Background: an optimization exercise with open tools, aiming at small area and a short achievable clock period. Do not read the settings as production practice.
In this exercise RTL edits were held to simulation tests only and were not proved equivalent to the original.

==> flow/design.v (excerpt) <==
module systolic_array_os #(
    DATA_WIDTH = 16,
    ACC_WIDTH = 64
    )(
    input logic clk,
    input logic rstn,
    input logic acc_en,
    input logic signed [DATA_WIDTH-1:0] data_0_i,
    input logic signed [DATA_WIDTH-1:0] data_1_i,
    input logic signed [DATA_WIDTH-1:0] data_2_i,
    input logic signed [DATA_WIDTH-1:0] data_3_i,
    input logic signed [DATA_WIDTH-1:0] weight_0_i,
    input logic signed [DATA_WIDTH-1:0] weight_1_i,
    input logic signed [DATA_WIDTH-1:0] weight_2_i,
    input logic signed [DATA_WIDTH-1:0] weight_3_i,
    output logic signed [ACC_WIDTH-1:0] acc_res_pe0_o,
    output logic signed [ACC_WIDTH-1:0] acc_res_pe1_o,
    output logic signed [ACC_WIDTH-1:0] acc_res_pe2_o,
    output logic signed [ACC_WIDTH-1:0] acc_res_pe3_o,
    output logic signed [ACC_WIDTH-1:0] acc_res_pe4_o,
    output logic signed [ACC_WIDTH-1:0] acc_res_pe5_o,
    output logic signed [ACC_WIDTH-1:0] acc_res_pe6_o,
    output logic signed [ACC_WIDTH-1:0] acc_res_pe7_o,
    output logic signed [ACC_WIDTH-1:0] acc_res_pe8_o,
    output logic signed [ACC_WIDTH-1:0] acc_res_pe9_o,
    output logic signed [ACC_WIDTH-1:0] acc_res_pe10_o,
    output logic signed [ACC_WIDTH-1:0] acc_res_pe11_o,
    output logic signed [ACC_WIDTH-1:0] acc_res_pe12_o,
    output logic signed [ACC_WIDTH-1:0] acc_res_pe13_o,
    output logic signed [ACC_WIDTH-1:0] acc_res_pe14_o,
    output logic signed [ACC_WIDTH-1:0] acc_res_pe15_o
    );
    logic v1, v2, v3;
    always_ff @(posedge clk or negedge rstn)
        if (!rstn) begin
            v1 <= 1'b0;
            v2 <= 1'b0;
            v3 <= 1'b0;
        end else if (acc_en) begin
            v1 <= 1'b1;
            v2 <= v1;
            v3 <= v2;
        end
    logic [3:0] gate;
    assign gate = {acc_en & v3, acc_en & v2, acc_en & v1, acc_en};
    logic [23:0] dd_0;    
    assign dd_0[0] = (data_0_i[0] ^ 1'b0);
    assign dd_0[1] = ((data_0_i[1] & ~data_0_i[0] & ~1'b0) | (~data_0_i[1] & data_0_i[0] & 1'b0));
    assign dd_0[2] = data_0_i[1];
    assign dd_0[3] = (data_0_i[2] ^ data_0_i[1]);
  ...
For scale: roughly 17000 cells after synthesis, about 1200 I/O pins.
clock: 10.0 ns
lec_check: 0
cap_margin: 20
core_margin: 2
core_utilization: 55
cts_cluster_diameter: 120
cts_cluster_size: 24
setup_slack_margin: 4.5
slew_margin: 20
standard.sh (not shown) runs the stock make flow with config.mk's settings and CLKGATE_MAP_FILE= SYNTH_SCRIPT=/design/flow/synth_recipe.tcl, a recipe that flattens the netlist after the stock synthesis.
==> flow/flow/run.sh <==
#!/bin/bash
# Layout flow: the standard flow (standard.sh) with these changes.
#  1. Synthesis maps the RTL's one-bit adder modules (fa_x, ha_x) straight
#     onto the library's full and half adder cells (fa_map.v), before Yosys's
#     "synth" runs, and skips the quick ABC pass inside "synth" (-noabc).
#     The compressor trees then come out exactly as the RTL writes them, and
#     extract_fa only looks for further full adders (-fa): the half adders
#     are all written out, and the ones it would find are parts of other
#     logic that it could only build with inverters around them.
#  3. Every input and output port still gets its own buffer, but a plain
#     buffer cell (BUF_CELL) rather than the delay buffer buffer_ports picks
#     by itself; timing repair resizes them as needed.
# Each tool's output goes to synth.log and layout.log here (and ORFS's own
# logs under orfs/logs).
set -euo pipefail
BUF_CELL=sky130_fd_sc_hd__buf_1
HERE=$PWD
cp flow/abc.script abc.script
cp flow/fa_map.v fa_map.v
{
  echo 'proc synth {args} {'
  echo '  if {[lsearch -exact $args ":fine"] >= 0 && ![info exists ::adders_mapped]} {'
  echo '    set ::adders_mapped 1'
  echo "    yosys techmap -map $HERE/fa_map.v"
  echo '  }'
  echo '  yosys synth -nofsm -noshare -noabc {*}$args'
  echo '}'
  echo 'proc extract_fa {args} { yosys extract_fa -fa {*}$args }'
  echo 'proc abc {args} {'
  echo '  set i [lsearch -exact $args -script]'
  echo "  if {\$i >= 0} { set args [lreplace \$args \$i [expr {\$i+1}] -script $HERE/abc.script] }"
  echo '  yosys abc {*}$args'
  echo '}'
  tail -n +2 synth_recipe.tcl
} > my_synth.tcl
head -1 synth_recipe.tcl | grep -q 'proc synth'
sed "s#SYNTH_SCRIPT=[^ ]*#SYNTH_SCRIPT=$HERE/my_synth.tcl#" standard.sh > my_standard.sh
grep -q 'my_synth.tcl' my_standard.sh
bash my_standard.sh synth > synth.log 2>&1
export BUFFER_PORTS_ARGS="-buffer_cell $BUF_CELL"
bash standard.sh > layout.log 2>&1
==> flow/flow/abc.script <==
strash
dch
map -D 1200
topo
stime -c
buffer -c
upsize -c
dnsize -c
==> flow/flow/fa_map.v <==
// Maps the RTL's one-bit adders (fa_x, ha_x) onto the library's adder cells.
module fa_x (input a, input b, input c, output s, output co);
  sky130_fd_sc_hd__fa_1 _TECHMAP_REPLACE_ (.A(a), .B(b), .CIN(c), .SUM(s), .COUT(co));
endmodule

module ha_x (input a, input b, output s, output co);
  sky130_fd_sc_hd__ha_1 _TECHMAP_REPLACE_ (.A(a), .B(b), .SUM(s), .COUT(co));
endmodule
Next try:
CORE_UTILIZATION = 40   (was 55)
SETUP_SLACK_MARGIN = 4.7   (was 4.5)
TNS_END_PERCENT = 10   (was unset)
The new run produced a clean layout.
Synthesized cell count does not change.
Worst setup slack degrades by 70 ps.
Cell area climbs by a few percent.
Synthesized area stays the same.
Clock skew went up by 22 ps.
Global-route usage falls by 7.9 points.
Sequential share of layout area fell by 0.64 points.

## what the ideal ports hide
The flow's constraints put no driver on any port. The routed layouts listed below were extracted and timed again, unchanged, in two steps. Step 1 (the two cells are an assumption about what drives the block):
set clk [get_ports {clk}]
set_driving_cell -lib_cell sky130_fd_sc_hd__clkbuf_16 $clk
set_driving_cell -lib_cell sky130_fd_sc_hd__buf_2 [delete_from_list [all_inputs] $clk]
Step 2 moves the port delays by t, midway between the first and last clock arrival at a register: inputs arrive t later, outputs are due t later. That takes back most of the time a late clock gives input paths. Three values: ideal, step 1, step 2; two values: the first two.
run	shift t [ns]	setup slack, ns	worst data-port slew with drivers (ns)
the first run	1.008	4.547 / 4.460 / 3.638	0.16
the second run	1.035	4.477 / 4.470 / 3.498	0.17
After both steps every run listed still meets setup and hold. For the second run, which loses most, drivers alone change the setup slack by -0.007 ns; drivers and shift together by -0.979 ns.
